Source: an optimization exercise on an open RTL-to-GDS flow (aim: small area). Production flows keep margins and buffers that such runs may drop. In this exercise RTL edits were held to simulation tests only and were not proved equivalent to the original. Power and IR drop assume default switching activity.

Setup of run 1:
// spacekey
module spacekey(VGA_RED, VGA_BLUE, VGA_GREEN, hex0, pix_x, pix_y, pix_v, imgReturn, jump, restart, clk, rst);
  output [3:0] VGA_RED;
  wire [3:0] VGA_RED;
  output [3:0] VGA_BLUE;
  wire [3:0] VGA_BLUE;
  output [3:0] VGA_GREEN;
  wire [3:0] VGA_GREEN;
  output [6:0] hex0;
  wire [6:0] hex0;
  input [11:0] pix_x;
  wire [11:0] pix_x;
  input [11:0] pix_y;
  wire [11:0] pix_y;
  input pix_v;
  wire pix_v;
  input imgReturn;
  wire imgReturn;
  input jump;
  wire jump;
  input restart;
  wire restart;
  input clk;
  wire clk;
  input rst;
  wire rst;
  wire _0000_;
  wire _0001_;
  wire _0002_;
  wire _0003_;
  wire _0004_;
  wire _0005_;
  wire _0006_;
  wire _0007_;
  wire _0008_;
  wire _0009_;
  wire _0010_;
  wire _0011_;
  wire _0012_;
  wire _0013_;
  wire _0014_;
  wire _0015_;
  wire _0016_;
  wire _0017_;
  wire _0018_;
  wire _0019_;
  wire _0020_;
  wire _0021_;
  wire _0022_;
  wire _0023_;
  wire _0024_;
  wire _0025_;
  wire _0026_;
  wire _0027_;
  wire _0028_;
  wire _0029_;
  wire _0030_;
  wire _0031_;
  wire _0032_;
  wire _0033_;
  wire _0034_;
  wire _0035_;
  wire _0036_;
  wire _0037_;
  wire _0038_;
  wire _0039_;
  wire _0040_;
  wire _0041_;
  wire _0042_;
  wire _0043_;
  wire _0044_;
  wire _0045_;
  wire _0046_;
  wire _0047_;
  wire _0048_;
  wire _0049_;
  wire _0050_;
  wire _0051_;
  wire _0052_;
  wire _0053_;
  wire _0054_;
  wire _0055_;
  wire _0056_;
  wire _0057_;
  wire _0058_;
  wire _0059_;
  wire _0060_;
  wire _0061_;
  wire _0062_;
  wire _0063_;
  wire _0064_;
  wire _0065_;
  wire _0066_;
  wire _0067_;
  wire _0068_;
  wire _0069_;
  wire _0070_;
  wire _0071_;
  ...
Settings: LEC_CHECK=0, ABC_AREA=1, CAP_MARGIN=20, CORE_MARGIN=2, CORE_UTILIZATION=40, CTS_BUF_LIST=sky130_fd_sc_hd__clkbuf_4, PLACE_DENSITY=0.6, SLEW_MARGIN=20, BUFFER_PORTS_ARGS=-buffer_cell sky130_fd_sc_hd__buf_1; clock period 12.0 ns.
standard.sh (not shown) runs the stock make flow with config.mk's settings and CLKGATE_MAP_FILE= SYNTH_SCRIPT=/design/flow/synth_recipe.tcl, a recipe that flattens the netlist after the stock synthesis.
==> flow/flow/run.sh <==
#!/bin/bash
# Standard layout, except that the port buffers are the smallest buffer cell.
set -e
echo 'export BUFFER_PORTS_ARGS = -buffer_cell sky130_fd_sc_hd__buf_1' >> config.mk
bash standard.sh > standard.log 2>&1
Relative to run 1, the following input files were edited for run 2:
Settings: CTS_CLUSTER_SIZE now 20, previously not set; BUFFER_PORTS_ARGS no longer set, was -buffer_cell sky130_fd_sc_hd__buf_1.
==> flow/run.sh (new file) <==
#!/bin/bash
# synth_recipe.tcl (not shown) runs the flow's synth.tcl, then flattens the netlist and writes it again
# the make line also repeats each setting of config.mk as NAME=value (left out here)
make -C /OpenROAD-flow-scripts/flow DESIGN_CONFIG=/design/flow/config.mk WORK_HOME=/design/flow/orfs CLKGATE_MAP_FILE= SYNTH_SCRIPT=/design/flow/synth_recipe.tcl finish
removed: flow/flow/run.sh
removed: flow/standard.sh
Notes after the runs:
Diff run 1 -> run 2: power per cell area has decreased, logic depth of the worst setup path including buffers lost about 3.2%. In run 2 the delay of the slowest cell on the worst path turned out 0.22 ns higher than in run 1. When run 2 is set beside run 1, its worst setup slack turns out to be 0.82 ns smaller.
Modified inputs, run 3 compared to run 2
Settings: CTS_CLUSTER_SIZE removed (was 20); CTS_BUF_LIST removed (was sky130_fd_sc_hd__clkbuf_4).
==> notes.md <==
Total power per unit cell area, run 3 and run 2, lower one = run 2. As far as average detailed-routed wire length per instance is concerned, run 3 and run 2 perform about the same. Status: global-route usage parity (run 3, run 2). Going from run 2 to run 3, the overall power of the completed layout was found to have gone up by 0.034 mW. [compare] base=run 2 new=run 3: first-iteration DRC count went up, utilization after layout shows an increase of 0.59 points. Run 2 -> run 3: buffer share of cell area flat. Run 2 and run 3 ended up with roughly the same worst setup slack. Run 3 and run 2 ended up with roughly the same final clock period utilization by the worst path. | final routed wirelength across all metal layers | run 3 vs run 2 | ≈ equal |.


v18:
spacekey, a different RTL version from the one above (not shown whole).
Size in the first run: about 600 cells after synthesis, ~32 flip-flops.
Settings: LEC_CHECK=0, ABC_AREA=1, CAP_MARGIN=20, CORE_MARGIN=2, CORE_UTILIZATION=40, CTS_BUF_LIST=sky130_fd_sc_hd__clkbuf_4, PLACE_DENSITY=0.6, SLEW_MARGIN=20; clock period 12.0 ns.
run.sh (not shown) runs the stock make flow with config.mk's settings and CLKGATE_MAP_FILE= SYNTH_SCRIPT=/design/flow/synth_recipe.tcl, a recipe that flattens the netlist after the stock synthesis.
Stock flow here: none of the scripts above is used.
Edits applied to the flow inputs when going from v18 to v32:
==> flow/flow/run.sh (new file) <==
#!/bin/bash
# Standard layout, except that the port buffers are the smallest buffer cell.
set -e
echo 'export BUFFER_PORTS_ARGS = -buffer_cell sky130_fd_sc_hd__buf_1' >> config.mk
bash standard.sh > standard.log 2>&1
==> flow/standard.sh (new file) <==
#!/bin/bash
# synth_recipe.tcl (not shown) runs the flow's synth.tcl, then flattens the netlist and writes it again
# the make line also repeats each setting of config.mk as NAME=value (left out here)
make -C /OpenROAD-flow-scripts/flow DESIGN_CONFIG=/design/flow/config.mk WORK_HOME=/design/flow/orfs CLKGATE_MAP_FILE= SYNTH_SCRIPT=/design/flow/synth_recipe.tcl "${@:-finish}"
--- a/flow/config.mk
+++ b/flow/config.mk
@@ -13,2 +13,3 @@
 export PLACE_DENSITY = 0.6
 export SLEW_MARGIN = 20
+export BUFFER_PORTS_ARGS = -buffer_cell sky130_fd_sc_hd__buf_1
removed: flow/run.sh
Results
v32 completed; timing, DRC and antenna clean
Diff v18 -> v32: shortest clock period the worst path allows after layout lower, clock skew higher, via count higher, worst-case headroom to the max-slew limit lower, average wire length per cell after detail routing higher.
Note that the maximum clock rate recorded for v32 amounts to 1.08 times the value seen in v18.
v32 -> v18: number of sequential cells in the layout flat
Lower sequential share of layout area among v32 and v18: v18
Relative to v18, synthesis-to-finish area growth decreased by 7.2 points in v32.
From v18 to v32, final max-slew violation count did not move at all.
In the reports for v32 and v18, the smaller net switching power belongs to v18.

==> port drivers added, routing unchanged <==
Ports are ideal in the flow. The routed layouts listed here were re-timed in OpenROAD.
Step 1 assumes that a clkbuf_16 drives the clock port and a buf_2 every other input.
Step 2 also shifts input and output timing later by t, the mid clock arrival at the registers, as if the neighbouring blocks saw the same clock.
Slacks: ideal / step 1 / step 2; pairs: ideal / step 1.
run	t, ns	slack for setup (ns)	worst setup path after step 2
run 1	0.352	2.319 / 2.294 / 2.294	input to output
run 2	0.343	1.496 / 1.467 / 1.467	input to output
run 3	0.308	1.495 / 1.466 / 1.466	input to output
v18	0.346	1.621 / 1.578 / 1.578	input to output
v32	0.358	2.347 / 2.316 / 2.316	input to output
After both steps setup and hold are still met in every run listed. The setup slack of v18, which loses most, moves by -0.043 ns with the drivers and by -0.043 ns with both steps.
